Background: an optimization exercise with open tools, aiming at small area and a short achievable clock period. Do not read the settings as production practice. Where RTL was checked, it was by simulation tests only, not by an equivalence proof against the original. Function not checked in run 1: the RTL went through the layout flow alone. Power figures rest on the tool's default switching activity, not on a simulated workload.

**flow/flow/run.sh**
```bash
#!/bin/bash
set -euo pipefail
export BUFFER_PORTS_ARGS="-buffer_cell sky130_fd_sc_hd__buf_2"
bash standard.sh > standard_flow.log 2>&1
```
**flow/standard.sh**
```bash
#!/bin/bash
# synth_recipe.tcl (not shown) runs the flow's synth.tcl, then flattens the netlist and writes it again
# the make line also repeats each setting of config.mk as NAME=value (left out here)
make -C /OpenROAD-flow-scripts/flow DESIGN_CONFIG=/design/flow/config.mk WORK_HOME=/design/flow/orfs CLKGATE_MAP_FILE= SYNTH_SCRIPT=/design/flow/synth_recipe.tcl "${@:-finish}"
```
**flow/config.mk**
```make
export PLATFORM = sky130hd
export DESIGN_NAME = ssemi_adc_decimator_core
export DESIGN_NICKNAME = ssemi_adc_decimator_core
export VERILOG_FILES = /design/flow/design.v
export SDC_FILE = /design/flow/constraint.sdc
export NUM_CORES = 4
export LEC_CHECK = 0
export CAP_MARGIN = 20
export CORE_MARGIN = 2
export CORE_UTILIZATION = 45
export PLACE_DENSITY = 0.6
export SLEW_MARGIN = 20
export SYNTH_HIERARCHICAL = 1
export SYNTH_MINIMUM_KEEP_SIZE = 0
```
**flow/constraint.sdc**
```tcl
create_clock -name core_clock -period 12.0 [get_ports {i_clk}]
set_input_delay 2.4000 -clock core_clock [delete_from_list [all_inputs] [get_ports {i_clk}]]
set_output_delay 2.4000 -clock core_clock [all_outputs]
set_load 0.01 [all_outputs]
```
**flow/design.v**
```verilog
`timescale 1ns/1ps
module ssemi_adc_decimator_fa (
    input  wire a,
    input  wire b,
    input  wire c,
    output wire s,
    output wire co
);
    assign s  = a ^ b ^ c;
    assign co = (a & b) | (c & (a ^ b));
endmodule
module ssemi_adc_decimator_ha (
    input  wire a,
    input  wire b,
    output wire s,
    output wire co
);
    assign s  = a ^ b;
    assign co = a & b;
endmodule
module ssemi_adc_decimator_rca #(
    parameter N = 7
) (
    input  wire [N-1:0] a,
    input  wire [N-1:0] b,
    input  wire         ci,
    output wire [N-1:0] s,
    output wire         co
);
    wire [N:0] c;
    assign c[0] = ci;
    genvar i;
    generate
        for (i = 0; i < N; i = i + 1) begin : bit_
            ssemi_adc_decimator_fa u_fa (
                .a(a[i]), .b(b[i]), .c(c[i]), .s(s[i]), .co(c[i+1]));
        end
    endgenerate
    assign co = c[N];
endmodule
module ssemi_adc_decimator_da_tree (
    input  wire [20:0] s_in,
    input  wire [20:0] c_in,
    input  wire [18:0] r0,
    input  wire [18:0] r1,
    input  wire [18:0] r2,
    input  wire [18:0] r3,
    input  wire [2:0]  nc,
    input  wire        k20,
    input  wire        k21,
    output wire [1:0]  o,
    output wire [20:0] s_out,
    output wire [20:0] c_out
);
  wire t0s, t0c;
  ssemi_adc_decimator_fa u0 (.a(c_in[0]), .b(nc[0]), .c(s_in[0]), .s(t0s), .co(t0c));
  wire t1s, t1c;
  ssemi_adc_decimator_fa u1 (.a(t0s), .b(r0[0]), .c(r1[0]), .s(t1s), .co(t1c));
  wire t2s, t2c;
  ssemi_adc_decimator_fa u2 (.a(r2[0]), .b(r3[0]), .c(t1s), .s(t2s), .co(t2c));
  wire t3s, t3c;
  ssemi_adc_decimator_fa u3 (.a(c_in[1]), .b(nc[1]), .c(s_in[1]), .s(t3s), .co(t3c));
  wire t4s, t4c;
  ssemi_adc_decimator_fa u4 (.a(t0c), .b(t3s), .c(r0[1]), .s(t4s), .co(t4c));
  wire t5s, t5c;
  ssemi_adc_decimator_fa u5 (.a(r1[1]), .b(r2[1]), .c(r3[1]), .s(t5s), .co(t5c));
  wire t6s, t6c;
  ssemi_adc_decimator_fa u6 (.a(t1c), .b(t4s), .c(t5s), .s(t6s), .co(t6c));
  wire t7s, t7c;
  ssemi_adc_decimator_ha u7 (.a(t2c), .b(t6s), .s(t7s), .co(t7c));
  wire t8s, t8c;
  ssemi_adc_decimator_fa u8 (.a(c_in[2]), .b(nc[2]), .c(s_in[2]), .s(t8s), .co(t8c));
  wire t9s, t9c;
  ssemi_adc_decimator_fa u9 (.a(t3c), .b(t8s), .c(r0[2]), .s(t9s), .co(t9c));
  wire t10s, t10c;
  ssemi_adc_decimator_fa u10 (.a(r1[2]), .b(r2[2]), .c(r3[2]), .s(t10s), .co(t10c));
  wire t11s, t11c;
  ssemi_adc_decimator_fa u11 (.a(t4c), .b(t5c), .c(t10s), .s(t11s), .co(t11c));
  wire t12s, t12c;
  ssemi_adc_decimator_fa u12 (.a(t9s), .b(t6c), .c(t11s), .s(t12s), .co(t12c));
  wire t13s, t13c;
  ssemi_adc_decimator_fa u13 (.a(c_in[3]), .b(s_in[3]), .c(t8c), .s(t13s), .co(t13c));
  wire t14s, t14c;
  ssemi_adc_decimator_fa u14 (.a(r0[3]), .b(r1[3]), .c(r2[3]), .s(t14s), .co(t14c));
  wire t15s, t15c;
  ssemi_adc_decimator_fa u15 (.a(r3[3]), .b(t13s), .c(t10c), .s(t15s), .co(t15c));
  wire t16s, t16c;
  ssemi_adc_decimator_fa u16 (.a(t9c), .b(t14s), .c(t15s), .s(t16s), .co(t16c));
  wire t17s, t17c;
  ssemi_adc_decimator_ha u17 (.a(t11c), .b(t12c), .s(t17s), .co(t17c));
  wire t18s, t18c;
  ssemi_adc_decimator_fa u18 (.a(c_in[4]), .b(s_in[4]), .c(r0[4]), .s(t18s), .co(t18c));
  wire t19s, t19c;
  ssemi_adc_decimator_fa u19 (.a(r1[4]), .b(r2[4]), .c(r3[4]), .s(t19s), .co(t19c));
  wire t20s, t20c;
  ssemi_adc_decimator_fa u20 (.a(t13c), .b(t14c), .c(t18s), .s(t20s), .co(t20c));
  wire t21s, t21c;
  ssemi_adc_decimator_fa u21 (.a(t19s), .b(t15c), .c(t20s), .s(t21s), .co(t21c));
  wire t22s, t22c;
  ssemi_adc_decimator_ha u22 (.a(t16c), .b(t21s), .s(t22s), .co(t22c));
  wire t23s, t23c;
  ssemi_adc_decimator_fa u23 (.a(c_in[5]), .b(s_in[5]), .c(r0[5]), .s(t23s), .co(t23c));
  wire t24s, t24c;
  ssemi_adc_decimator_fa u24 (.a(r1[5]), .b(r2[5]), .c(r3[5]), .s(t24s), .co(t24c));
  wire t25s, t25c;
  ssemi_adc_decimator_fa u25 (.a(t18c), .b(t19c), .c(t23s), .s(t25s), .co(t25c));
  wire t26s, t26c;
  ssemi_adc_decimator_fa u26 (.a(t24s), .b(t20c), .c(t25s), .s(t26s), .co(t26c));
  wire t27s, t27c;
  ssemi_adc_decimator_ha u27 (.a(t21c), .b(t26s), .s(t27s), .co(t27c));
  wire t28s, t28c;
  ssemi_adc_decimator_fa u28 (.a(c_in[6]), .b(s_in[6]), .c(r0[6]), .s(t28s), .co(t28c));
  wire t29s, t29c;
  ssemi_adc_decimator_fa u29 (.a(r1[6]), .b(r2[6]), .c(r3[6]), .s(t29s), .co(t29c));
  wire t30s, t30c;
  ssemi_adc_decimator_fa u30 (.a(t23c), .b(t24c), .c(t28s), .s(t30s), .co(t30c));
  wire t31s, t31c;
  ssemi_adc_decimator_fa u31 (.a(t29s), .b(t25c), .c(t30s), .s(t31s), .co(t31c));
  wire t32s, t32c;
  ssemi_adc_decimator_ha u32 (.a(t26c), .b(t31s), .s(t32s), .co(t32c));
  wire t33s, t33c;
  ssemi_adc_decimator_fa u33 (.a(c_in[7]), .b(s_in[7]), .c(r0[7]), .s(t33s), .co(t33c));
  wire t34s, t34c;
  ssemi_adc_decimator_fa u34 (.a(r1[7]), .b(r2[7]), .c(r3[7]), .s(t34s), .co(t34c));
  wire t35s, t35c;
  ssemi_adc_decimator_fa u35 (.a(t28c), .b(t29c), .c(t33s), .s(t35s), .co(t35c));
  wire t36s, t36c;
  ssemi_adc_decimator_fa u36 (.a(t34s), .b(t30c), .c(t35s), .s(t36s), .co(t36c));
  wire t37s, t37c;
  ssemi_adc_decimator_ha u37 (.a(t31c), .b(t36s), .s(t37s), .co(t37c));
  wire t38s, t38c;
  ssemi_adc_decimator_fa u38 (.a(c_in[8]), .b(s_in[8]), .c(r0[8]), .s(t38s), .co(t38c));
  wire t39s, t39c;
  ssemi_adc_decimator_fa u39 (.a(r1[8]), .b(r2[8]), .c(r3[8]), .s(t39s), .co(t39c));
  wire t40s, t40c;
  ssemi_adc_decimator_fa u40 (.a(t33c), .b(t34c), .c(t38s), .s(t40s), .co(t40c));
  wire t41s, t41c;
  ssemi_adc_decimator_fa u41 (.a(t39s), .b(t35c), .c(t40s), .s(t41s), .co(t41c));
  wire t42s, t42c;
  ssemi_adc_decimator_ha u42 (.a(t36c), .b(t41s), .s(t42s), .co(t42c));
  wire t43s, t43c;
  ssemi_adc_decimator_fa u43 (.a(c_in[9]), .b(s_in[9]), .c(r0[9]), .s(t43s), .co(t43c));
  wire t44s, t44c;
  ssemi_adc_decimator_fa u44 (.a(r1[9]), .b(r2[9]), .c(r3[9]), .s(t44s), .co(t44c));
  wire t45s, t45c;
  ssemi_adc_decimator_fa u45 (.a(t38c), .b(t39c), .c(t43s), .s(t45s), .co(t45c));
  wire t46s, t46c;
  ssemi_adc_decimator_fa u46 (.a(t44s), .b(t40c), .c(t45s), .s(t46s), .co(t46c));
  wire t47s, t47c;
  ssemi_adc_decimator_ha u47 (.a(t41c), .b(t46s), .s(t47s), .co(t47c));
  wire t48s, t48c;
  ssemi_adc_decimator_fa u48 (.a(c_in[10]), .b(s_in[10]), .c(r0[10]), .s(t48s), .co(t48c));
  wire t49s, t49c;
  ssemi_adc_decimator_fa u49 (.a(r1[10]), .b(r2[10]), .c(r3[10]), .s(t49s), .co(t49c));
  wire t50s, t50c;
  ssemi_adc_decimator_fa u50 (.a(t43c), .b(t44c), .c(t48s), .s(t50s), .co(t50c));
  wire t51s, t51c;
  ssemi_adc_decimator_fa u51 (.a(t49s), .b(t45c), .c(t50s), .s(t51s), .co(t51c));
  wire t52s, t52c;
  ssemi_adc_decimator_ha u52 (.a(t46c), .b(t51s), .s(t52s), .co(t52c));
  wire t53s, t53c;
  ssemi_adc_decimator_fa u53 (.a(c_in[11]), .b(s_in[11]), .c(r0[11]), .s(t53s), .co(t53c));
  wire t54s, t54c;
  ssemi_adc_decimator_fa u54 (.a(r1[11]), .b(r2[11]), .c(r3[11]), .s(t54s), .co(t54c));
  wire t55s, t55c;
  ssemi_adc_decimator_fa u55 (.a(t48c), .b(t49c), .c(t53s), .s(t55s), .co(t55c));
  wire t56s, t56c;
  ssemi_adc_decimator_fa u56 (.a(t54s), .b(t50c), .c(t55s), .s(t56s), .co(t56c));
  wire t57s, t57c;
  ssemi_adc_decimator_ha u57 (.a(t51c), .b(t56s), .s(t57s), .co(t57c));
  wire t58s, t58c;
  ssemi_adc_decimator_fa u58 (.a(c_in[12]), .b(s_in[12]), .c(r0[12]), .s(t58s), .co(t58c));
  wire t59s, t59c;
  ssemi_adc_decimator_fa u59 (.a(r1[12]), .b(r2[12]), .c(r3[12]), .s(t59s), .co(t59c));
  wire t60s, t60c;
  ssemi_adc_decimator_fa u60 (.a(t53c), .b(t54c), .c(t58s), .s(t60s), .co(t60c));
  wire t61s, t61c;
  ssemi_adc_decimator_fa u61 (.a(t59s), .b(t55c), .c(t60s), .s(t61s), .co(t61c));
  wire t62s, t62c;
  ssemi_adc_decimator_ha u62 (.a(t56c), .b(t61s), .s(t62s), .co(t62c));
  wire t63s, t63c;
  ssemi_adc_decimator_fa u63 (.a(c_in[13]), .b(s_in[13]), .c(r0[13]), .s(t63s), .co(t63c));
  wire t64s, t64c;
  ssemi_adc_decimator_fa u64 (.a(r1[13]), .b(r2[13]), .c(r3[13]), .s(t64s), .co(t64c));
  wire t65s, t65c;
  ssemi_adc_decimator_fa u65 (.a(t58c), .b(t59c), .c(t63s), .s(t65s), .co(t65c));
  wire t66s, t66c;
  ssemi_adc_decimator_fa u66 (.a(t64s), .b(t60c), .c(t65s), .s(t66s), .co(t66c));
  wire t67s, t67c;
  ssemi_adc_decimator_ha u67 (.a(t61c), .b(t66s), .s(t67s), .co(t67c));
  wire t68s, t68c;
  ssemi_adc_decimator_fa u68 (.a(c_in[14]), .b(s_in[14]), .c(r0[14]), .s(t68s), .co(t68c));
  wire t69s, t69c;
  ssemi_adc_decimator_fa u69 (.a(r1[14]), .b(r2[14]), .c(r3[14]), .s(t69s), .co(t69c));
  wire t70s, t70c;
  ssemi_adc_decimator_fa u70 (.a(t63c), .b(t64c), .c(t68s), .s(t70s), .co(t70c));
  wire t71s, t71c;
  ssemi_adc_decimator_fa u71 (.a(t69s), .b(t65c), .c(t70s), .s(t71s), .co(t71c));
  wire t72s, t72c;
  ssemi_adc_decimator_ha u72 (.a(t66c), .b(t71s), .s(t72s), .co(t72c));
  wire t73s, t73c;
  ssemi_adc_decimator_fa u73 (.a(c_in[15]), .b(s_in[15]), .c(r0[15]), .s(t73s), .co(t73c));
  wire t74s, t74c;
  ssemi_adc_decimator_fa u74 (.a(r1[15]), .b(r2[15]), .c(r3[15]), .s(t74s), .co(t74c));
  wire t75s, t75c;
  ssemi_adc_decimator_fa u75 (.a(t68c), .b(t69c), .c(t73s), .s(t75s), .co(t75c));
  wire t76s, t76c;
  ssemi_adc_decimator_fa u76 (.a(t74s), .b(t70c), .c(t75s), .s(t76s), .co(t76c));
  wire t77s, t77c;
  ssemi_adc_decimator_ha u77 (.a(t71c), .b(t76s), .s(t77s), .co(t77c));
  wire t78s, t78c;
  ssemi_adc_decimator_fa u78 (.a(c_in[16]), .b(s_in[16]), .c(r0[16]), .s(t78s), .co(t78c));
  wire t79s, t79c;
  ssemi_adc_decimator_fa u79 (.a(r1[16]), .b(r2[16]), .c(r3[16]), .s(t79s), .co(t79c));
  wire t80s, t80c;
  ssemi_adc_decimator_fa u80 (.a(t73c), .b(t74c), .c(t78s), .s(t80s), .co(t80c));
  wire t81s, t81c;
  ssemi_adc_decimator_fa u81 (.a(t79s), .b(t75c), .c(t80s), .s(t81s), .co(t81c));
  wire t82s, t82c;
  ssemi_adc_decimator_ha u82 (.a(t76c), .b(t81s), .s(t82s), .co(t82c));
  wire t83s, t83c;
  ssemi_adc_decimator_fa u83 (.a(c_in[17]), .b(s_in[17]), .c(r0[17]), .s(t83s), .co(t83c));
  wire t84s, t84c;
  ssemi_adc_decimator_fa u84 (.a(r1[17]), .b(r2[17]), .c(r3[17]), .s(t84s), .co(t84c));
  wire t85s, t85c;
  ssemi_adc_decimator_fa u85 (.a(t78c), .b(t79c), .c(t83s), .s(t85s), .co(t85c));
  wire t86s, t86c;
  ssemi_adc_decimator_fa u86 (.a(t84s), .b(t80c), .c(t85s), .s(t86s), .co(t86c));
  wire t87s, t87c;
  ssemi_adc_decimator_ha u87 (.a(t81c), .b(t86s), .s(t87s), .co(t87c));
  wire t88s, t88c;
  ssemi_adc_decimator_fa u88 (.a(c_in[18]), .b(s_in[18]), .c(r0[18]), .s(t88s), .co(t88c));
  wire t89s, t89c;
  ssemi_adc_decimator_fa u89 (.a(r1[18]), .b(r2[18]), .c(r3[18]), .s(t89s), .co(t89c));
  wire t90s, t90c;
  ssemi_adc_decimator_fa u90 (.a(t83c), .b(t84c), .c(t88s), .s(t90s), .co(t90c));
  wire t91s, t91c;
  ssemi_adc_decimator_fa u91 (.a(t89s), .b(t85c), .c(t90s), .s(t91s), .co(t91c));
  wire t92s, t92c;
  ssemi_adc_decimator_ha u92 (.a(t86c), .b(t91s), .s(t92s), .co(t92c));
  wire t93s, t93c;
  ssemi_adc_decimator_fa u93 (.a(c_in[19]), .b(s_in[19]), .c(t88c), .s(t93s), .co(t93c));
  wire t94s, t94c;
  ssemi_adc_decimator_fa u94 (.a(t89c), .b(t93s), .c(t90c), .s(t94s), .co(t94c));
  wire t95s, t95c;
  ssemi_adc_decimator_ha u95 (.a(t91c), .b(t94s), .s(t95s), .co(t95c));
  wire t96s, t96c;
  ssemi_adc_decimator_fa u96 (.a(c_in[20]), .b(k20), .c(s_in[20]), .s(t96s), .co(t96c));
  wire t97s, t97c;
  ssemi_adc_decimator_fa u97 (.a(t96s), .b(t93c), .c(t94c), .s(t97s), .co(t97c));
  wire t98s, t98c;
  ssemi_adc_decimator_ha u98 (.a(k21), .b(t96c), .s(t98s), .co(t98c));
  assign o[0] = t2s;
  assign o[1] = t7s;
  assign s_out[0] = t7c;
  assign c_out[0] = t12s;
  assign s_out[1] = t16s;
  assign c_out[1] = t17s;
  assign s_out[2] = t17c;
  assign c_out[2] = t22s;
  assign s_out[3] = t22c;
  assign c_out[3] = t27s;
  assign s_out[4] = t27c;
  assign c_out[4] = t32s;
  assign s_out[5] = t32c;
  assign c_out[5] = t37s;
  assign s_out[6] = t37c;
  assign c_out[6] = t42s;
  assign s_out[7] = t42c;
  assign c_out[7] = t47s;
  assign s_out[8] = t47c;
  assign c_out[8] = t52s;
  assign s_out[9] = t52c;
  assign c_out[9] = t57s;
  assign s_out[10] = t57c;
  assign c_out[10] = t62s;
  assign s_out[11] = t62c;
  assign c_out[11] = t67s;
  assign s_out[12] = t67c;
  assign c_out[12] = t72s;
  assign s_out[13] = t72c;
  assign c_out[13] = t77s;
  assign s_out[14] = t77c;
  assign c_out[14] = t82s;
  assign s_out[15] = t82c;
  assign c_out[15] = t87s;
  assign s_out[16] = t87c;
  assign c_out[16] = t92s;
  assign s_out[17] = t92c;
  assign c_out[17] = t95s;
  assign s_out[18] = t95c;
  assign c_out[18] = t97s;
  assign s_out[19] = t97c;
  assign c_out[19] = t98s;
  assign s_out[20] = t98c;
  assign c_out[20] = 1'b0;
endmodule
module ssemi_adc_decimator_core (
    input  wire        i_clk,           
    input  wire        i_rst_n,         
    input  wire        i_enable,        
    input  wire        i_valid,         
    input  wire [15:0] i_data,          
    input  wire        i_coeff_we,      
    input  wire [1:0]  i_coeff_addr,    
    input  wire [17:0] i_coeff_data,    
    output wire        o_valid,         
    output wire [23:0] o_data,          
    output wire        o_overflow,      
    output wire        o_underflow      
);
    localparam [5:0] PH_LAST = 6'd36;
    reg        r_acc;      
    reg        r_clr;      
    reg [15:0] r_x;        
    always @(posedge i_clk or negedge i_rst_n) begin
        if (!i_rst_n) begin
            r_acc <= 1'b0;
            r_clr <= 1'b1;
            r_x   <= 16'd0;
        end else begin
            r_acc <= i_enable & i_valid;
            r_clr <= ~i_enable;
            r_x   <= i_data & {16{i_enable & i_valid}};
        end
    end
    reg       zp;          
    reg       dp;          
    reg [5:0] cnt;         
    reg [5:0] ph;          
    wire      ev = r_acc & (&cnt);
    always @(posedge i_clk or negedge i_rst_n) begin
        if (!i_rst_n) begin
            zp  <= 1'b1;
            dp  <= 1'b0;
            cnt <= 6'd0;
            ph  <= 6'd0;
        end else begin
            zp  <= r_clr;
            dp  <= ev;
            cnt <= r_clr ? 6'd0 : cnt + {5'd0, r_acc};
            if (r_clr)
                ph <= 6'd0;
            else if (ev)
                ph <= 6'd1;
            else if (ph != 6'd0 && ph != PH_LAST)
                ph <= ph + 6'd1;
            else
                ph <= 6'd0;
        end
    end
    wire [7:0] zc, gc, dc;
    reg  [7:1] zr, gr, dr;
    assign zc = {zr, zp};
    assign gc = {gr, r_acc & ~zp};
    assign dc = {dr, dp};
    always @(posedge i_clk or negedge i_rst_n) begin
        if (!i_rst_n) begin
            zr <= 7'h7f;
            gr <= 7'h00;
            dr <= 7'h00;
        end else begin
            zr <= zc[6:0];
            gr <= gc[6:0];
            dr <= dc[6:0];
        end
    end
    reg [5:0] x1;
    reg [2:0] x2a, x2b;
    reg [7:1] sg;
    always @(posedge i_clk or negedge i_rst_n) begin
        if (!i_rst_n) begin
            x1  <= 6'd0;
            x2a <= 3'd0;
            x2b <= 3'd0;
            sg  <= 7'd0;
        end else begin
            x1  <= r_x[11:6];
            x2a <= r_x[14:12];
            x2b <= x2a;
            sg  <= {sg[6:1], r_x[15]};
        end
    end
    wire [47:0] xs = {{2{1'b0}}, {4{sg[7]}}, {6{sg[6]}}, {6{sg[5]}}, {6{sg[4]}},
                      {6{sg[3]}}, {3{sg[2]}}, x2b, x1, r_x[5:0]};
    reg [45:0] I0, I1, I2, I3, J;
    reg [34:0] cyf;        
    genvar d;
    generate
        for (d = 0; d < 8; d = d + 1) begin : seg
            localparam LO = 6 * d;
            localparam WD = (d == 7) ? 4 : 6;
            wire mI = ~zc[d];
            wire mJ = ~(zc[d] | dc[d]);
            wire g  = gc[d];
            wire [4:0] ci;
            wire [4:0] co;
            wire [WD-1:0] s0, s1, s2, s3, s4;
            if (d == 0) begin : c0_
                assign ci = 5'd0;
            end else begin : cn_
                assign ci = cyf[5*(d-1) +: 5];
            end
            ssemi_adc_decimator_rca #(.N(WD)) a0 (
                .a(I0[LO +: WD] & {WD{mI}}), .b(xs[LO +: WD]),
                .ci(ci[0]), .s(s0), .co(co[0]));
            ssemi_adc_decimator_rca #(.N(WD)) a1 (
                .a(I1[LO +: WD] & {WD{mI}}), .b(I0[LO +: WD] & {WD{g}}),
                .ci(ci[1]), .s(s1), .co(co[1]));
            ssemi_adc_decimator_rca #(.N(WD)) a2 (
                .a(I2[LO +: WD] & {WD{mI}}), .b(I1[LO +: WD] & {WD{g}}),
                .ci(ci[2]), .s(s2), .co(co[2]));
            ssemi_adc_decimator_rca #(.N(WD)) a3 (
                .a(I3[LO +: WD] & {WD{mI}}), .b(I2[LO +: WD] & {WD{g}}),
                .ci(ci[3]), .s(s3), .co(co[3]));
            ssemi_adc_decimator_rca #(.N(WD)) a4 (
                .a(J[LO +: WD] & {WD{mJ}}), .b(I3[LO +: WD] & {WD{g}}),
                .ci(ci[4]), .s(s4), .co(co[4]));
            always @(posedge i_clk) begin
                I0[LO +: WD] <= s0;
                I1[LO +: WD] <= s1;
                I2[LO +: WD] <= s2;
                I3[LO +: WD] <= s3;
                J[LO +: WD]  <= s4;
            end
            if (d < 7) begin : cy_
                always @(posedge i_clk) begin
                    cyf[5*d +: 5] <= co;
                end
            end
        end
    endgenerate
    reg [5:0] mr;          
    always @(posedge i_clk) begin
        case (ph[2:0])
            3'd2:    mr <= J[11:6];
            3'd3:    mr <= J[17:12];
            3'd4:    mr <= J[23:18];
            3'd5:    mr <= J[29:24];
            3'd6:    mr <= J[35:30];
            3'd7:    mr <= J[41:36];
            3'd0:    mr <= {2'd0, J[45:42]};
            default: mr <= J[5:0];
        endcase
    end
    reg  [4:1]  cz;        
    always @(posedge i_clk or negedge i_rst_n) begin
        if (!i_rst_n)
            cz <= 4'hf;
        else if (r_clr)
            cz <= 4'hf;
        else if (ph == 6'd12)
            cz <= 4'h0;
    end
    reg [191:0] Df;        
    reg [17:0]  pipe;      
    reg [4:1]   bc;        
    wire [5:0]  diff4;
    reg  [5:0]  pipe4;
    genvar k;
    generate
        for (k = 1; k <= 4; k = k + 1) begin : comb
            wire [5:0] ink;
            if (k == 1) begin : i1_
                assign ink = mr;
            end else begin : in_
                assign ink = pipe[6*(k-2) +: 6];
            end
            wire act = (ph >= k + 1) && (ph <= k + 8);
            wire [5:0] dk = Df[48*(k-1) +: 6] & {6{~cz[k]}};
            wire [5:0] diff;
            wire       co;
            ssemi_adc_decimator_rca #(.N(6)) sub (
                .a(ink), .b(~dk), .ci(bc[k]), .s(diff), .co(co));
            always @(posedge i_clk) begin
                bc[k] <= (ph == k) | co;    
                if (act)
                    Df[48*(k-1) +: 48] <= {ink, Df[48*(k-1)+6 +: 42]};
            end
            if (k < 4) begin : p_
                always @(posedge i_clk) pipe[6*(k-1) +: 6] <= diff;
            end else begin : l_
                assign diff4 = diff;
                always @(posedge i_clk) pipe4 <= diff;
            end
        end
    endgenerate
    reg [31:0] c0;         
    always @(posedge i_clk) begin
        case (ph)
            6'd8:  c0[3:0]   <= pipe4[5:2];
            6'd9:  c0[9:4]   <= pipe4;
            6'd10: c0[15:10] <= pipe4;
            6'd11: c0[21:16] <= pipe4;
            6'd12: c0[27:22] <= pipe4;
            6'd13: c0[31:28] <= pipe4[3:0];
            default: ;
        endcase
    end
    reg [17:0] h0, h1, h2, h3;
    always @(posedge i_clk or negedge i_rst_n) begin
        if (!i_rst_n) begin
            h0 <= 18'h10000;
            h1 <= 18'h0FFFF;
            h2 <= 18'h0FFFE;
            h3 <= 18'h0FFFD;
        end else if (i_coeff_we) begin
            case (i_coeff_addr)
                2'd0: h0 <= i_coeff_data;
                2'd1: h1 <= i_coeff_data;
                2'd2: h2 <= i_coeff_data;
                default: h3 <= i_coeff_data;
            endcase
        end
    end
    reg [3:1] hv;          
    always @(posedge i_clk or negedge i_rst_n) begin
        if (!i_rst_n)
            hv <= 3'd0;
        else if (r_clr)
            hv <= 3'd0;
        else if (ph == PH_LAST)
            hv <= {hv[2:1], 1'b1};
    end
    wire       enc = (ph >= 6'd9) && (ph <= 6'd24);
    wire       efirst = (ph == 6'd9);
    wire [3:0] e = ph[3:0] - 4'd9;             
    wire [1:0] p0 = c0 >> {e, 1'b0};
    reg [31:0] ch1, ch2, ch3;   
    reg [3:0]  pv;              
    wire [3:0] b1 = {ch3[1] & hv[3], ch2[1] & hv[2], ch1[1] & hv[1], p0[1]};
    wire [3:0] b0 = {ch3[0] & hv[3], ch2[0] & hv[2], ch1[0] & hv[1], p0[0]};
    wire [3:0] bm = pv & {hv, 1'b1} & {4{~efirst}};
    wire [3:0] one = b0 ^ bm;
    wire [3:0] two = (b1 & ~b0 & ~bm) | (~b1 & b0 & bm);
    wire [3:0] neg = b1;
    wire [2:0] nneg = {2'd0, neg[0]} + {2'd0, neg[1]} + {2'd0, neg[2]} + {2'd0, neg[3]};
    reg [3:0] bone, btwo, bneg;
    reg [2:0] bnc;
    reg       da, dfirst;
    always @(posedge i_clk) begin
        bone   <= one & {4{enc}};
        btwo   <= two & {4{enc}};
        bneg   <= neg & {4{enc}};
        bnc    <= nneg & {3{enc}};
        da     <= enc;
        dfirst <= efirst;
        if (enc) begin
            pv  <= {ch3[1], ch2[1], ch1[1], p0[1]};
            ch1 <= {p0, ch1[31:2]};
            ch2 <= {ch1[1:0], ch2[31:2]};
            ch3 <= {ch2[1:0], ch3[31:2]};
        end
    end
    wire [18:0] rw [0:3];
    wire [17:0] hh [0:3];
    assign hh[0] = h0;
    assign hh[1] = h1;
    assign hh[2] = h2;
    assign hh[3] = h3;
    genvar t;
    generate
        for (t = 0; t < 4; t = t + 1) begin : row
            wire [18:0] m = ({19{bone[t]}} & {hh[t][17], hh[t]}) |
                            ({19{btwo[t]}} & {hh[t], 1'b0});
            wire [18:0] r = m ^ {19{bneg[t]}};
            assign rw[t] = {da & ~r[18], r[17:0]};
        end
    endgenerate
    reg  [20:0] S, C;      
    reg  [27:0] yl;        
    wire [1:0]  o2;
    wire [20:0] sn, cn;
    ssemi_adc_decimator_da_tree u_tree (
        .s_in(S & {21{~dfirst}}),
        .c_in(C & {21{~dfirst}}),
        .r0(rw[0]), .r1(rw[1]), .r2(rw[2]), .r3(rw[3]),
        .nc(bnc), .k20(dfirst), .k21(da),
        .o(o2), .s_out(sn), .c_out(cn)
    );
    always @(posedge i_clk) begin
        S  <= sn;
        C  <= cn;
        yl <= {o2, yl[27:2]};
    end
    wire over  = ~yl[27] & (|yl[26:23]);
    wire under = yl[27] & ~(&yl[26:23]);
    reg [23:0] od;
    reg        oo, ou, ov;
    always @(posedge i_clk) begin
        od <= over ? 24'h7fffff : (under ? 24'h800000 : yl[23:0]);
        oo <= over;
        ou <= under;
    end
    always @(posedge i_clk or negedge i_rst_n) begin
        if (!i_rst_n)
            ov <= 1'b0;
        else
            ov <= (ph == PH_LAST) & i_enable & ~r_clr;
    end
    assign o_valid     = ov;
    assign o_data      = od;
    assign o_overflow  = oo;
    assign o_underflow = ou;
endmodule
```
==> notes.md, run 1 <==
- Share of the synthesized area in the top cell type: between 20% and 30%
- Hold_ws: between 0.3 and 0.4 ns
- Synthesized cell area: 0.0361 mm^2
- Core Footprint: between 0.07 and 0.08 mm^2
- CTS Buf Count: just under 90
- Post-CTS Hold Buffers: 0
- Vias/cell: approximately 4.8
- Clock-pin transition on the worst setup and hold timing paths: roughly 0.060 ns
- Avg Cell Area, Syn: 15.3 um^2
- Rows: 103
- Ant. Diodes: 0
- Post-Synthesis Cells: around 2400
- Gpl congestion: approximately 0.8
- Global route overflow: 0
- Tot GR Track Use: 15.0%
- Period minus WS final: 3.97 ns
- Worst VDD drop: ~0.00014 V
- Startpoint types: flop
- Reg2reg end: bnc[1]
- Yosys cell types: between 50 and 60
- Endpoint arrival time on the critical path: ~4.5 ns
- Setup violators final: 0
- Ys async rst share: between 10% and 20%
- HP Class: flop to flop
- Status: no timing/DRC/antenna violations
- Final worst path period share: between 30 and 40%
- Ys flop type: dfxtp_1
- Crit. End Element: flop
- Largest net degree at the start of global routing: 98
- R2r worst-path depth: 13
- Layout net count: around 2800
- Clock Tree Buf Depth: 3
- FMAX: about 250 MHz
- Total Routed Length: just under 60000 um
- WS Path Type: flop to flop
- Total power per unit cell area: between 150 and 200 mW/mm^2
- Layout cell share with drive strength beyond 1: ~15%
- Setup Buffers After CTS: 0
- Core Util, Final: between 50% and 60%
- RSZ-0062 raised after global routing: false
- Syn. warnings: 7
- Post-synth EDFFs: ~320
- Initial Utilization: about 46%
- Post-cts repair resize count: 0
- Num Clock Sinks: 882
- DR WL/cell: roughly 16 um
- Lkg Pwr: 0.0165 uW
- Worst setup path endpoint: bnc[1]
- Die Y-Extent: between 200 and 300 um
- CP Data Required Time: between 10 and 15 ns
- Area leader, netlist: edfxtp_1
- Worst-Margin Slew: roughly 1.0 ns
- Max-slew headroom: a little under a third
- Max Cap Viol: 0
- Synth area leaders: edfxtp_1, dfxtp_1, fa_1
- CTS tree: done
- Skew final: 0.0249 ns
- Worst-Skew Late Latency: ~0.63 ns
- # DRC: 0
- Reg2reg start: ph[0]
- Final hold violation count: 0
- Initial DRC count: 879
- Number of placed I/O pins: between 60 and 70
- CTS Root Cell: clkbuf_16
- Initial antenna violation count: 0
- Pre-antenna DRT Iters: 7
- Die width: around 290 um
- Register area share after synthesis: about three fifths
- Setup TNS: 0 ns
- Area growth syn-to-layout: 11.8%
- Number of global-route vias before repair: about 19000
- Final slew viol count: 0
- First-pass GRT wire length: between 90000 and 100000 um
- Die Footprint: just over 0.08 mm^2
- Worst Path Max Fanout: 16
- Synth Register Bits: about 900
- Port buffer count: 67
- Number of fill cells: around 6600
- Htree depth: 3
- CP startpoint: ph[0]
- DP HPWL: just under 40000 um
- Via count: between 15000 and 20000
- Reg2reg setup slack: approximately 8 ns
- Final ANT Viol Nets: 0
## cells in the final DEF, fill, tap and decap left out, types with 3 or more instances in the layout
cell type,count
a21oi_1,10
clkbuf_16,93
buf_2,66
nand3b_1,5
clkbuf_1,13
inv_1,12
mux4_1,5
ha_1,31
a221oi_1,4
inv_4,3
dfxtp_1,412
nor2_1,78
a22oi_1,78
clkbuf_8,10
nand4_1,3
nor3_1,5
conb_1,6
fa_1,335
xor2_1,14
clkinvlp_4,3
nor2b_1,232
and3_1,24
buf_4,11
edfxtp_1,321
clkinv_2,20
and2_1,243
mux4_2,3
nand2_1,57
nand3_1,8
a22o_1,6
dfrtp_1,92
mux2_2,72
dfstp_2,57
nor4_1,4
o21ai_0,9
clkinv_1,6
bufinv_16,11
xnor2_1,74
clkinv_4,4
## routing by layer
metal	GRT usage, %	share of wire [%]
met1	20.1	44
met2	25.0	50
met5	0	0
met4	5.05	2.6
met3	2.24	3.1
## where the power goes
group          total (uW)  switching (uW)  internal [uW]
sequential           3360             115           3250
clock                2890            1160           1730
combinational         182            86.2           95.8
## synth_stat cells, drive strengths merged (2+ instances only)
master / count
a21o: 2
a21oi: 11
a221oi: 4
a222oi: 2
a22o: 6
a22oi: 78
a311o: 2
and2: 243
and3: 24
buf: 58
clkbuf: 71
conb: 2
dfrtp: 92
dfstp: 57
dfxtp: 412
edfxtp: 321
fa: 335
ha: 31
inv: 13
mux2: 72
mux4: 8
nand2: 58
nand2b: 2
nand3: 8
nand3b: 5
nand4: 3
nand4b: 2
nor2: 79
nor2b: 232
nor3: 6
nor3b: 2
nor4: 4
o21ai: 9
or3: 2
xnor2: 74
xor2: 14
## through the flow
step / worst slack, ns / power [uW] / std cells / instance area [um^2]
finish: 8.03 / 6440 / 3528 / 40300
global route: 7.78 / 6690 / 3528 / 40300
CTS: 8.02 / 6530 / 3528 / 40300
detailed placement: 8.00 / 3620 / 3361 / 37200
global placement: 8.07 / 3600 / 3361 / 37200
floorplan: 7.03 / 3510 / 2361 / 36100
## worst min-delay path by stage
stage             end  depth (start not counted)     from  slack (ns)
5_1_grt        x2b[2]                          0   x2a[2]        0.35
4_1_cts        x2b[2]                          0   x2a[2]        0.35
3_3_place_gp    yl[1]                          0    yl[3]        0.33
3_5_place_dp    x1[4]                          0  r_x[10]        0.33
2_1_floorplan   sg[1]                          0  r_x[15]        0.33
6_report        x1[4]                          0  r_x[10]        0.35
## cell families after synthesis
family          count (synthesis)  share of synthesized area (%)
simple gates                  672                           10.7
fa+ha+maj                     366                           19.7
compound gates                123                           2.51
xor+xnor                       88                           2.14
other cells                     2                         0.0208
buf+inv                       143                           2.01
mux                            81                           2.83
flops                         882                           60.1
## flip-flops by register name (all words and copies together) (netlist names), 32 cells and up
signal  count
cyf        35
J          46
I2         46
I3         46
Df        192
c0         32
I1         46
I0         46
## modules after synthesis (local to each module, per instance), a selection
module                       copies in the design  cell area (um^2)  cells  flip-flops and latches
ssemi_adc_decimator_da_tree                     1               334     45                       0
ssemi_adc_decimator_fa                        334              20.0      1                       0
ssemi_adc_decimator_ha                         19              12.5      1                       0
ssemi_adc_decimator_core                        1             28800   1959                     882
## critical path: stages, from the launching register on
cell      delay [ns]
dfrtp_1         0.82
inv_1           0.24
ha_1            0.37
ha_1            0.43
inv_1           0.09
nor3_1          0.28
a22o_1          0.19
a311o_1         0.19
clkinv_2        0.10
fa_1            0.54
inv_1           0.04
ha_1            0.19
ha_1            0.27
and2_1          0.13
## cell type report
class | count | area, um^2 | share of cell area, %
Timing Repair Buffer | 79 | 435 | 1.08
Clock inverter | 51 | 606 | 1.50
Tap cell | 1050 | 1310 | 3.26
Sequential cell | 882 | 21700 | 53.8
Clock buffer | 116 | 2510 | 6.23
Inverter | 14 | 53.8 | 0.133
Multi-Input combinational cell | 1336 | 13700 | 34.0
==> run 2: changes to the inputs <==
--- a/flow/design.v
+++ b/flow/design.v
@@ -309,7 +309,7 @@
     output wire        o_overflow,      
     output wire        o_underflow      
 );
-    localparam [5:0] PH_LAST = 6'd36;
+    localparam [5:0] PH_LAST = 6'd35;
     reg        r_acc;      
     reg        r_clr;      
     reg [15:0] r_x;        
@@ -443,20 +443,19 @@
             default: mr <= J[5:0];
         endcase
     end
-    reg  [4:1]  cz;        
+    reg         cz;        
     always @(posedge i_clk or negedge i_rst_n) begin
         if (!i_rst_n)
-            cz <= 4'hf;
+            cz <= 1'b1;
         else if (r_clr)
-            cz <= 4'hf;
+            cz <= 1'b1;
         else if (ph == 6'd12)
-            cz <= 4'h0;
+            cz <= 1'b0;
     end
     reg [191:0] Df;        
     reg [17:0]  pipe;      
     reg [4:1]   bc;        
     wire [5:0]  diff4;
-    reg  [5:0]  pipe4;
     genvar k;
     generate
         for (k = 1; k <= 4; k = k + 1) begin : comb
@@ -467,7 +466,7 @@
                 assign ink = pipe[6*(k-2) +: 6];
             end
             wire act = (ph >= k + 1) && (ph <= k + 8);
-            wire [5:0] dk = Df[48*(k-1) +: 6] & {6{~cz[k]}};
+            wire [5:0] dk = Df[48*(k-1) +: 6] & {6{~cz}};
             wire [5:0] diff;
             wire       co;
             ssemi_adc_decimator_rca #(.N(6)) sub (
@@ -481,19 +480,18 @@
                 always @(posedge i_clk) pipe[6*(k-1) +: 6] <= diff;
             end else begin : l_
                 assign diff4 = diff;
-                always @(posedge i_clk) pipe4 <= diff;
             end
         end
     endgenerate
     reg [31:0] c0;         
     always @(posedge i_clk) begin
         case (ph)
-            6'd8:  c0[3:0]   <= pipe4[5:2];
-            6'd9:  c0[9:4]   <= pipe4;
-            6'd10: c0[15:10] <= pipe4;
-            6'd11: c0[21:16] <= pipe4;
-            6'd12: c0[27:22] <= pipe4;
-            6'd13: c0[31:28] <= pipe4[3:0];
+            6'd7:  c0[3:0]   <= diff4[5:2];
+            6'd8:  c0[9:4]   <= diff4;
+            6'd9:  c0[15:10] <= diff4;
+            6'd10: c0[21:16] <= diff4;
+            6'd11: c0[27:22] <= diff4;
+            6'd12: c0[31:28] <= diff4[3:0];
             default: ;
         endcase
     end
@@ -522,9 +520,9 @@
         else if (ph == PH_LAST)
             hv <= {hv[2:1], 1'b1};
     end
-    wire       enc = (ph >= 6'd9) && (ph <= 6'd24);
-    wire       efirst = (ph == 6'd9);
-    wire [3:0] e = ph[3:0] - 4'd9;             
+    wire       enc = (ph >= 6'd8) && (ph <= 6'd23);
+    wire       efirst = (ph == 6'd8);
+    wire [3:0] e = {~ph[3], ph[2:0]};          
     wire [1:0] p0 = c0 >> {e, 1'b0};
     reg [31:0] ch1, ch2, ch3;   
     reg [3:0]  pv;              
==> flow/run.sh (new file) <==
#!/bin/bash
# synth_recipe.tcl (not shown) runs the flow's synth.tcl, then flattens the netlist and writes it again
# the make line also repeats each setting of config.mk as NAME=value (left out here)
make -C /OpenROAD-flow-scripts/flow DESIGN_CONFIG=/design/flow/config.mk WORK_HOME=/design/flow/orfs CLKGATE_MAP_FILE= SYNTH_SCRIPT=/design/flow/synth_recipe.tcl finish
removed: flow/flow/run.sh
removed: flow/standard.sh
==> run 2 against run 1 <==
- clock skew is 0.00090 ns lower
- synthesized cell count is 0.68% lower
- die area is 0.45% lower
- critical path type is now flop to primary output
- register-to-register slack better by 0.09 ns
- sequential power is 1% lower
- largest power group unchanged
- first-iteration DRC count is 4.6% higher
- count of clock-buffer cells in the layout is 5 higher
- routed wire length is 1.8% lower
- combinational power is 11% higher
- highest routed layer unchanged
- hold slack worse by 0.0036 ns
==> notes.md, run 2 <==
- Skew final: 0.0240 ns (-0.000899 ns)
- Worst Path Max Fanout: 1 (-15)
- Largest stage delay, worst path: 0.57 ns (-0.25 ns)
- Clock Tree Buf Depth: 3 (unchanged)
- Number of placed I/O pins: 68 (unchanged)
- Most common cell in the netlist: dfxtp_1
- Initial antenna violation count: 0 (unchanged)
- Register area: 0.0216 mm^2 (-0.54%)
- Area growth syn-to-layout: 12.4%
- Ys flop type: dfxtp_1
- Multi-input gate area: 0.0137 mm^2 (-0.15%)
- Number of global-route vias before repair: 18492 (-0.59%)
- Final worst path period share: 33.4% (+0.28 points)
- Layout net count: 2790 (-0.68%)
- Total Routed Length: 57100 um (-1.8%)
- HP Class: flop to flop
- Cells along the critical path: clkdlybuf4s50_1
- Post-synth top cells: dfxtp_1, fa_1, edfxtp_1, and2_1, nor2b_1
- DR WL/cell: 16.3 um (-1.3%)
- Yosys cell types: 53 (-5.4%)
- Setup Buffers After CTS: 0 (unchanged)
- Lkg Pwr: 0.0163 uW (-1.1%)
- Synthesized cell area: 0.0359 mm^2 (-0.45%)
- Period minus WS final: 4.00 ns (+0.0330 ns)
- Synth Register Bits: 876 (-0.68%)
- Die Footprint: 0.0821 mm^2 (-0.45%)
- Commonest cells after routing, fill and taps aside: dfxtp_1, fa_1, edfxtp_1
- Setup violators final: 0 (unchanged)
- Syn. warnings: 7 (unchanged)
- Core Footprint: 0.0790 mm^2 (-0.16%)
- RSZ-0062 raised after global routing: false
- Setup TNS: 0 ns (unchanged)
- CP delay by family, top: buffers and inverters
- Max-slew headroom: 29.9% (-2.0 points)
- Crit-path slowest cell: clkdlybuf4s50_1
- Endpoint arrival time on the critical path: 1.60 ns (-2.90 ns)
- Via count: 16781 (-1.7%)
- Htree depth: 3 (unchanged)
- Total power per unit cell area: 156 mW/mm^2 (-2.3%)
- Final hold violation count: 0 (unchanged)
- Clock-pin transition on the worst setup and hold timing paths: 0.06 ns (about the same)
- Rows: 103 (unchanged)
- Share of the synthesized area in the top cell type: 26.8% (+0.12 points)
- Post-CTS Hold Buffers: 0 (unchanged)
- Die width: 286 um (-0.22%)
- Register area share after synthesis: 60.1% (about the same)
- WS Path Type: flop to primary output
- Ant. Diodes: 0 (unchanged)
- Largest register FFs: 192 (unchanged)
- FMAX: 250 MHz (-0.83%)
- Largest net degree at the start of global routing: 76 (-22%)
- Layout cell share with drive strength beyond 1: 12.5% (-2.4 points)
- Pre-antenna DRT Iters: 5 (-2)
- Die Y-Extent: 286 um (-0.22%)
- Post-synth EDFFs: 321 (unchanged)
- Synth area leaders: edfxtp_1, dfxtp_1, fa_1
- # DRC: 0 (unchanged)
- Global route overflow: 0 (unchanged)
- R2r worst-path depth: 8 (-5)
- Startpoint types: flop
- Post-cts repair resize count: 0 (unchanged)
- First-pass GRT wire length: 96700 um (-1.8%)
- DP HPWL: 37800 um (-4.3%)
- Post-Synthesis Cells: 2341 (-0.68%)
- Num Clock Sinks: 876 (-0.68%)
- Crit. End Element: primary output
- Gpl congestion: 0.780 (-1.5%)
- Initial Utilization: 45.5% (-0.13 points)
- Final slew viol count: 0 (unchanged)
- CTS Root Cell: clkbuf_16
- Max Cap Viol: 0 (unchanged)
- Number of fill cells: 6585 (-0.71%)
- Crit path depth: 1 (-12)
- Hold path depth: 0 (unchanged)
- CTS tree: done
- Worst-Margin Slew: 1.05 ns (+0.0300 ns)
- Avg Cell Area, Syn: 15.3 um^2 (+0.23%)
- CP Data Required Time: 9.60 ns (-2.93 ns)
- Ys async rst share: 17.0% (+0.12 points)
- Worst VDD drop: 0.000104 V (-23%)
- Core Util, Final: 51.1% (+0.12 points)
- Area leader, netlist: edfxtp_1
- Reg with most FFs: Df
- CTS Buf Count: 91 (+2.2%)
- Vias/cell: 4.78 (-1.2%)
- Port buffer count: 67 (unchanged)
- Tot GR Track Use: 14.6% (-0.33 points)
- Commonest non-fill, non-tap cell in the layout: dfxtp_1
- Status: no timing/DRC/antenna violations
- Final ANT Viol Nets: 0 (unchanged)
- Worst-Skew Late Latency: 0.63 ns (about the same)
- Initial DRC count: 919 (+4.6%)
- Buffers & Inverters on Critical Path: 1 (-3)
-- run 2: metrics by stage --
stage	total power, uW	area, um^2	cells	setup slack (ns)	hold slack [ns]
2_1_floorplan	3490	35900	2345	7.70	0.331
3_3_place_gp	3580	37400	3342	7.60	0.334
3_5_place_dp	3590	37400	3342	7.58	0.336
4_1_cts	6390	40400	3512	7.96	0.347
5_1_grt	6550	40400	3512	7.94	0.353
6_report	6300	40400	3512	8.00	0.344
-- run 2: worst register-to-register path, cell delays in order (launching register included) --
cell and delay [ns]:
dfstp_2 0.83, nor2_1 0.19, and2_1 0.22, fa_1 0.44, fa_1 0.39, fa_1 0.40
fa_1 0.41, fa_1 0.41, fa_1 0.46
-- run 2: final cells by class --
type                    count  area share [%]
repair buffers             77            1.85
multi-input cells        1332            34.0
clock inverters            49            1.06
flip-flops and latches    876            53.4
inverters                   7          0.0651
well taps                1050            3.25
clock buffers             121            6.38
-- run 2: path summary, 6_finish.rpt --
path                               from  endpoint  slack, ns
worst max-delay path                 ov   o_valid       8.00
worst min-delay path             r_x[6]     x1[0]       0.34
worst max register to register    zr[6]     J[41]       8.12
worst min register to register   r_x[6]     x1[0]       0.34
max in group asynchronous       i_rst_n     h0[5]       8.69
min in group asynchronous       i_rst_n     x1[0]       1.80
-- run 2: metal layers --
metal  GRT usage [%]  vias up  share of wire [%]
li1                -     7879                  -
met1            20.3     8571                 46
met2            23.5      232                 48
met3            2.50       99                3.2
met4            4.99        0                2.6
met5               0        -                  0
-- run 2: cells by family (layout without fill, tap and decap cells) --
group	after synthesis	count (layout)	share of synthesized area [%]
xor+xnor	87	87	2.12
mux	87	87	3.03
simple gates	673	673	10.8
fa+ha+maj	364	364	19.7
other cells	2	6	0.0209
compound gates	115	115	2.38
buf+inv	137	254	1.91
flops	876	876	60.1
-- run 2: power breakdown --
part	switching [uW]	internal (uW)	leakage (uW)
sequential	96.6	3230	0.00805
combinational	93.2	108	0.00680
clock	1150	1630	0.00147
total	1340	4960	0.0163
-- run 2: Yosys stat by module, one instance, submodules excluded, excerpt --
module	cells inside	area (um^2)	copies in the design
ssemi_adc_decimator_ha	1	12.5	19
ssemi_adc_decimator_da_tree	45	334	1
ssemi_adc_decimator_fa	1	20.0	334
ssemi_adc_decimator_core	1943	28600	1
==> run 3: changes to the inputs <==
--- a/flow/design.v
+++ b/flow/design.v
@@ -309,7 +309,7 @@
     output wire        o_overflow,      
     output wire        o_underflow      
 );
-    localparam [5:0] PH_LAST = 6'd35;
+    localparam [5:0] PH_LAST = 6'd36;
     reg        r_acc;      
     reg        r_clr;      
     reg [15:0] r_x;        
@@ -324,20 +324,14 @@
             r_x   <= i_data & {16{i_enable & i_valid}};
         end
     end
-    reg       zp;          
-    reg       dp;          
     reg [5:0] cnt;         
     reg [5:0] ph;          
     wire      ev = r_acc & (&cnt);
     always @(posedge i_clk or negedge i_rst_n) begin
         if (!i_rst_n) begin
-            zp  <= 1'b1;
-            dp  <= 1'b0;
             cnt <= 6'd0;
             ph  <= 6'd0;
         end else begin
-            zp  <= r_clr;
-            dp  <= ev;
             cnt <= r_clr ? 6'd0 : cnt + {5'd0, r_acc};
             if (r_clr)
                 ph <= 6'd0;
@@ -349,20 +343,20 @@
                 ph <= 6'd0;
         end
     end
-    wire [7:0] zc, gc, dc;
-    reg  [7:1] zr, gr, dr;
-    assign zc = {zr, zp};
-    assign gc = {gr, r_acc & ~zp};
-    assign dc = {dr, dp};
+    reg [7:0] zA, zB, gA, gB, dc;
     always @(posedge i_clk or negedge i_rst_n) begin
         if (!i_rst_n) begin
-            zr <= 7'h7f;
-            gr <= 7'h00;
-            dr <= 7'h00;
+            zA <= 8'hff;
+            zB <= 8'hff;
+            gA <= 8'h00;
+            gB <= 8'h00;
+            dc <= 8'h00;
         end else begin
-            zr <= zc[6:0];
-            gr <= gc[6:0];
-            dr <= dc[6:0];
+            zA <= {zA[6:0], r_clr};
+            zB <= {zB[6:0], r_clr};
+            gA <= {gA[6:0], i_enable & i_valid & ~r_clr};
+            gB <= {gB[6:0], i_enable & i_valid & ~r_clr};
+            dc <= {dc[6:0], ev};
         end
     end
     reg [5:0] x1;
@@ -390,9 +384,11 @@
         for (d = 0; d < 8; d = d + 1) begin : seg
             localparam LO = 6 * d;
             localparam WD = (d == 7) ? 4 : 6;
-            wire mI = ~zc[d];
-            wire mJ = ~(zc[d] | dc[d]);
-            wire g  = gc[d];
+            wire mA = ~zA[d];
+            wire mB = ~zB[d];
+            wire mJ = ~(zB[d] | dc[d]);
+            wire g  = gA[d];
+            wire h  = gB[d];
             wire [4:0] ci;
             wire [4:0] co;
             wire [WD-1:0] s0, s1, s2, s3, s4;
@@ -402,19 +398,19 @@
                 assign ci = cyf[5*(d-1) +: 5];
             end
             ssemi_adc_decimator_rca #(.N(WD)) a0 (
-                .a(I0[LO +: WD] & {WD{mI}}), .b(xs[LO +: WD]),
+                .a(I0[LO +: WD] & {WD{mA}}), .b(xs[LO +: WD]),
                 .ci(ci[0]), .s(s0), .co(co[0]));
             ssemi_adc_decimator_rca #(.N(WD)) a1 (
-                .a(I1[LO +: WD] & {WD{mI}}), .b(I0[LO +: WD] & {WD{g}}),
+                .a(I1[LO +: WD] & {WD{mA}}), .b(I0[LO +: WD] & {WD{g}}),
                 .ci(ci[1]), .s(s1), .co(co[1]));
             ssemi_adc_decimator_rca #(.N(WD)) a2 (
-                .a(I2[LO +: WD] & {WD{mI}}), .b(I1[LO +: WD] & {WD{g}}),
+                .a(I2[LO +: WD] & {WD{mA}}), .b(I1[LO +: WD] & {WD{g}}),
                 .ci(ci[2]), .s(s2), .co(co[2]));
             ssemi_adc_decimator_rca #(.N(WD)) a3 (
-                .a(I3[LO +: WD] & {WD{mI}}), .b(I2[LO +: WD] & {WD{g}}),
+                .a(I3[LO +: WD] & {WD{mB}}), .b(I2[LO +: WD] & {WD{h}}),
                 .ci(ci[3]), .s(s3), .co(co[3]));
             ssemi_adc_decimator_rca #(.N(WD)) a4 (
-                .a(J[LO +: WD] & {WD{mJ}}), .b(I3[LO +: WD] & {WD{g}}),
+                .a(J[LO +: WD] & {WD{mJ}}), .b(I3[LO +: WD] & {WD{h}}),
                 .ci(ci[4]), .s(s4), .co(co[4]));
             always @(posedge i_clk) begin
                 I0[LO +: WD] <= s0;
@@ -443,19 +439,20 @@
             default: mr <= J[5:0];
         endcase
     end
-    reg         cz;        
+    reg  [4:1]  cz;        
     always @(posedge i_clk or negedge i_rst_n) begin
         if (!i_rst_n)
-            cz <= 1'b1;
+            cz <= 4'hf;
         else if (r_clr)
-            cz <= 1'b1;
+            cz <= 4'hf;
         else if (ph == 6'd12)
-            cz <= 1'b0;
+            cz <= 4'h0;
     end
     reg [191:0] Df;        
     reg [17:0]  pipe;      
     reg [4:1]   bc;        
     wire [5:0]  diff4;
+    reg  [5:0]  pipe4;
     genvar k;
     generate
         for (k = 1; k <= 4; k = k + 1) begin : comb
@@ -466,7 +463,7 @@
                 assign ink = pipe[6*(k-2) +: 6];
             end
             wire act = (ph >= k + 1) && (ph <= k + 8);
-            wire [5:0] dk = Df[48*(k-1) +: 6] & {6{~cz}};
+            wire [5:0] dk = Df[48*(k-1) +: 6] & {6{~cz[k]}};
             wire [5:0] diff;
             wire       co;
             ssemi_adc_decimator_rca #(.N(6)) sub (
@@ -480,18 +477,19 @@
                 always @(posedge i_clk) pipe[6*(k-1) +: 6] <= diff;
             end else begin : l_
                 assign diff4 = diff;
+                always @(posedge i_clk) pipe4 <= diff;
             end
         end
     endgenerate
     reg [31:0] c0;         
     always @(posedge i_clk) begin
         case (ph)
-            6'd7:  c0[3:0]   <= diff4[5:2];
-            6'd8:  c0[9:4]   <= diff4;
-            6'd9:  c0[15:10] <= diff4;
-            6'd10: c0[21:16] <= diff4;
-            6'd11: c0[27:22] <= diff4;
-            6'd12: c0[31:28] <= diff4[3:0];
+            6'd8:  c0[3:0]   <= pipe4[5:2];
+            6'd9:  c0[9:4]   <= pipe4;
+            6'd10: c0[15:10] <= pipe4;
+            6'd11: c0[21:16] <= pipe4;
+            6'd12: c0[27:22] <= pipe4;
+            6'd13: c0[31:28] <= pipe4[3:0];
             default: ;
         endcase
     end
@@ -520,9 +518,20 @@
         else if (ph == PH_LAST)
             hv <= {hv[2:1], 1'b1};
     end
-    wire       enc = (ph >= 6'd8) && (ph <= 6'd23);
-    wire       efirst = (ph == 6'd8);
-    wire [3:0] e = {~ph[3], ph[2:0]};          
+    reg        enc;        
+    reg        efirst;     
+    reg  [3:0] e;          
+    always @(posedge i_clk or negedge i_rst_n) begin
+        if (!i_rst_n) begin
+            enc    <= 1'b0;
+            efirst <= 1'b0;
+            e      <= 4'd0;
+        end else begin
+            enc    <= ~r_clr & (ph >= 6'd8) & (ph <= 6'd23);
+            efirst <= ~r_clr & (ph == 6'd8);
+            e      <= (ph == 6'd8) ? 4'd0 : e + 4'd1;
+        end
+    end
     wire [1:0] p0 = c0 >> {e, 1'b0};
     reg [31:0] ch1, ch2, ch3;   
     reg [3:0]  pv;              
==> flow/flow/run.sh (new file) <==
#!/bin/bash
set -euo pipefail
export BUFFER_PORTS_ARGS="-buffer_cell sky130_fd_sc_hd__buf_2"
bash standard.sh > standard_flow.log 2>&1
==> flow/standard.sh (new file) <==
#!/bin/bash
# synth_recipe.tcl (not shown) runs the flow's synth.tcl, then flattens the netlist and writes it again
# the make line also repeats each setting of config.mk as NAME=value (left out here)
make -C /OpenROAD-flow-scripts/flow DESIGN_CONFIG=/design/flow/config.mk WORK_HOME=/design/flow/orfs CLKGATE_MAP_FILE= SYNTH_SCRIPT=/design/flow/synth_recipe.tcl "${@:-finish}"
removed: flow/run.sh
==> run 3 against run 2 <==
- register-to-register slack barely moved
- cell area increased by 0.42%
- routed wire length increased by 2.0%
- die area is 1.2% higher
- sequential share of layout area up 0.51 points
- clock power rose by 2%
- hold slack better by 0.0073 ns
- utilization fell by 0.61 points
- total power up 1.5%
- clock skew is 0.0063 ns lower
- cell count rose by 1.3%
==> notes.md, run 3 <==
- Status: no timing/DRC/antenna violations
- Post-Synthesis Cells: 2375 (+1.5%)
- Ys flop type: dfxtp_1
- Pwr Total: 6390 uW (+1.5%)
- XOR/XNOR share of the synthesized area: 2.14% (+0.023 points)
- Total Routed Length: 58200 um (+2.0%)
- Setup TNS: 0 ns (unchanged)
- DR WL/cell: 16.4 um (+0.68%)
- Reg2reg start: zB[2]
- FMAX: 258 MHz (+3.2%)
- Global route overflow: 0 (unchanged)
- Htree depth: 3 (unchanged)
- Number of global-route vias before repair: 18678 (+1.0%)
- HP Class: flop to flop
- Tot GR Track Use: 14.8% (+0.19 points)
- Post-synthesis mux area share: 3.08% (+0.046 points)
- CP Data Required Time: 12.51 ns (+2.91 ns)
- Final slew viol count: 0 (unchanged)
- Clock Tree Buf Depth: 3 (unchanged)
- Core Footprint: 0.0803 mm^2 (+1.6%)
- Crit. End Element: flop
- Synth Area in Compound Gates: 2.50% (+0.12 points)
- Commonest cells after routing, fill and taps aside: dfxtp_1, fa_1, edfxtp_1
- Ys async rst share: 17.5% (+0.54 points)
- Pre-antenna DRT Iters: 5 (unchanged)
- Most common cell in the netlist: dfxtp_1
- Area growth syn-to-layout: 11.5%
- Commonest non-fill, non-tap cell in the layout: dfxtp_1
- Initial Utilization: 45.3% (-0.18 points)
- DP HPWL: 38800 um (+2.8%)
- Grt met2 use: 24.3% (+0.82 points)
- Synth Area in Simple Gates: 10.6% (-0.17 points)
- WS Path Type: flop to flop
- Largest family of logic cells by synthesized area: adder cells
- Post-cts repair resize count: 0 (unchanged)
- Gpl congestion: 0.788 (+0.96%)
- Worst setup path endpoint: J[17]
- Ant. Diodes: 0 (unchanged)
- RSZ-0062 raised after global routing: false
- Post-Synth Adder-Cell Area: 19.5% (-0.17 points)
- Met3 global-route usage: 2.42% (-0.087 points)
- Total power per unit cell area: 158 mW/mm^2 (+1.1%)
- Max-slew headroom: 28.6% (-1.3 points)
- Period minus WS final: 3.88 ns (-0.126 ns)
- Die Y-Extent: 288 um (+0.60%)
- Via count: 16980 (+1.2%)
- Layout net count: 2830 (+1.4%)
- Skew final: 0.0177 ns (-0.00630 ns)
- Worst-Skew Late Latency: 0.63 ns (about the same)
- Avg Cell Area, Syn: 15.3 um^2 (-0.23%)
- Worst-Margin Slew: 1.06 ns (+0.0145 ns)
- Reg2reg setup slack: 8.12 ns (about the same)
- Reg with most FFs: Df
- CTS Buf Count: 89 (-2.2%)
- Die width: 288 um (+0.60%)
- Largest net degree at the start of global routing: 95 (+25%)
- Synth area leaders: edfxtp_1, dfxtp_1, fa_1
- Post-synth EDFFs: 321 (unchanged)
- Area leader, netlist: edfxtp_1
- Post-CTS Hold Buffers: 0 (unchanged)
- Synthesized cell area: 0.0363 mm^2 (+1.2%)
- Lkg Pwr: 0.0166 uW (+1.5%)
- Rows: 104 (+0.97%)
- CTS Root Cell: clkbuf_16
- Final worst path period share: 32.3% (-1.0 points)
- Syn. warnings: 7 (unchanged)
- Num Clock Sinks: 889 (+1.5%)
- Worst Path Max Fanout: 26 (+25)
- Max Cap Viol: 0 (unchanged)
- Endpoint arrival time on the critical path: 4.38 ns (+2.78 ns)
- CTS tree: done
- Worst VDD drop: 0.000111 V (+6.8%)
- Hold_sp: yl[7]
- Post-synth top cells: dfxtp_1, fa_1, edfxtp_1, and2_1, nor2b_1
- # DRC: 0 (unchanged)
- Largest register FFs: 192 (unchanged)
- Synth Register Bits: 889 (+1.5%)
- Share of the synthesized area in the top cell type: 26.5% (-0.32 points)
- M1 GR Usage: 20.0% (-0.21 points)
- R2r worst-path depth: 8 (unchanged)
- Final hold violation count: 0 (unchanged)
- Final ANT Viol Nets: 0 (unchanged)
- Initial DRC count: 808 (-12%)
- Vias/cell: 4.77 (-0.12%)
- Port buffer count: 67 (unchanged)
- Number of placed I/O pins: 68 (unchanged)
- Setup violators final: 0 (unchanged)
- Initial antenna violation count: 0 (unchanged)
- Clock-pin transition on the worst setup and hold timing paths: 0.06 ns (about the same)
- Register area share after synthesis: 60.2% (+0.087 points)
- CP startpoint: zB[2]
- Busiest grt layer: met2
- Number of fill cells: 6692 (+1.6%)
- Yosys cell types: 53 (unchanged)
- Reg2reg end: J[17]
- Die Footprint: 0.0831 mm^2 (+1.2%)
- First-pass GRT wire length: 98000 um (+1.4%)
- Startpoint types: flop
- Setup Buffers After CTS: 0 (unchanged)
- Layout cell share with drive strength beyond 1: 14.9% (+2.4 points)
-- run 3: worst min-delay path by stage --
stage	slack, ns	to	cells after the start
CTS	0.35	yl[17]	0
detailed placement	0.34	sg[2]	0
global placement	0.34	x1[4]	0
floorplan	0.33	sg[1]	0
global route	0.36	yl[18]	0
finish	0.35	yl[5]	0
-- run 3: layout make-up --
class,count,area [um^2],area share (%)
flip-flops and latches,889,21900,53.9
multi-input cells,1351,13800,34.1
clock buffers,124,2550,6.30
well taps,1060,1330,3.27
clock inverters,42,480,1.19
repair buffers,80,447,1.10
inverters,12,45.0,0.111
-- run 3: cells by family (layout without fill, tap and decap cells) --
group / count (synthesis) / in the layout
other: 2 / 6
buffers and inverters: 139 / 258
adder cells (fa/ha/maj): 366 / 366
multiplexers: 95 / 95
AO/OA/AOI/OAI: 122 / 122
flip-flops: 889 / 889
AND/OR/NAND/NOR: 673 / 673
XOR/XNOR: 89 / 89
-- run 3: modules after synthesis (local to each module, per instance), excerpt --
module                       area (um^2)  cells
ssemi_adc_decimator_ha              12.5      1
ssemi_adc_decimator_da_tree          334     45
ssemi_adc_decimator_fa              20.0      1
ssemi_adc_decimator_core           29100   1977
-- run 3: metal layers --
layer	vias to the layer above	share of wire [%]	routed length [um]
met2	241	49	28800
met4	0	3.1	1830
li1	7972	-	-
met5	-	0	0
met1	8654	44	25800
met3	113	3.1	1790
-- run 3: report_power, final --
part	switching (uW)	internal, uW	total [uW]	leakage (uW)
combinational	86.5	96.5	183	0.00689
sequential	111	3270	3380	0.00818
clock	1140	1690	2820	0.00150
total	1330	5060	6390	0.0166
-- run 3: metrics by stage --
stage | instance area (um^2) | hold WS (ns) | instances | worst slack, ns | utilization [%]
after floorplan | 36400 | 0.331 | 2379 | 8.04 | -
after global placement | 37500 | 0.337 | 3392 | 7.79 | 46.7
after detailed placement | 37500 | 0.336 | 3392 | 7.69 | 46.7
after CTS | 40500 | 0.353 | 3558 | 8.06 | 50.5
after global routing | 40500 | 0.357 | 3558 | 7.97 | 50.5
final | 40500 | 0.351 | 3558 | 8.12 | 50.5
-- run 3: critical path, cell delays in order, from the launching register on --
cell,delay (ns)
dfstp_2,0.87
nor2_1,0.17
and2_1,0.22
fa_1,0.44
fa_1,0.40
fa_1,0.40
fa_1,0.40
fa_1,0.41
fa_1,0.44

## re-timing with driven ports
How much do the figures lean on ideal ports? The routed layouts below were timed once more, with nothing changed but the port constraints.
Step 1 (the two cells are an assumption about what drives the block):
set clk [get_ports {i_clk}]
set_driving_cell -lib_cell sky130_fd_sc_hd__clkbuf_16 $clk
set_driving_cell -lib_cell sky130_fd_sc_hd__buf_2 [delete_from_list [all_inputs] $clk]
Step 2 moves the port delays by t, midway between the first and last clock arrival at a register: inputs arrive t later, outputs are due t later. That takes back most of the time a late clock gives input paths.
Three values: ideal ports, drivers, drivers and shift; two values: the first two.
run | shift t [ns] | setup slack, ns | worst hold slack (ns) | slew at the worst register clock pin (ns) | worst slew at a driven data input, ns
run 1 | 0.688 | 8.029 / 8.029 / 8.029 | 0.348 / 0.348 / 0.348 | 0.07 / 0.07 | 0.04
run 2 | 0.689 | 7.996 / 7.931 / 7.599 | 0.344 / 0.344 / 0.344 | 0.06 / 0.06 | 0.08
run 3 | 0.691 | 8.122 / 8.122 / 8.009 | 0.351 / 0.351 / 0.351 | 0.07 / 0.07 | 0.07
After both steps setup and hold are still met in every run listed. The setup slack of run 2, which loses most, moves by -0.065 ns with the drivers and by -0.397 ns with both steps.
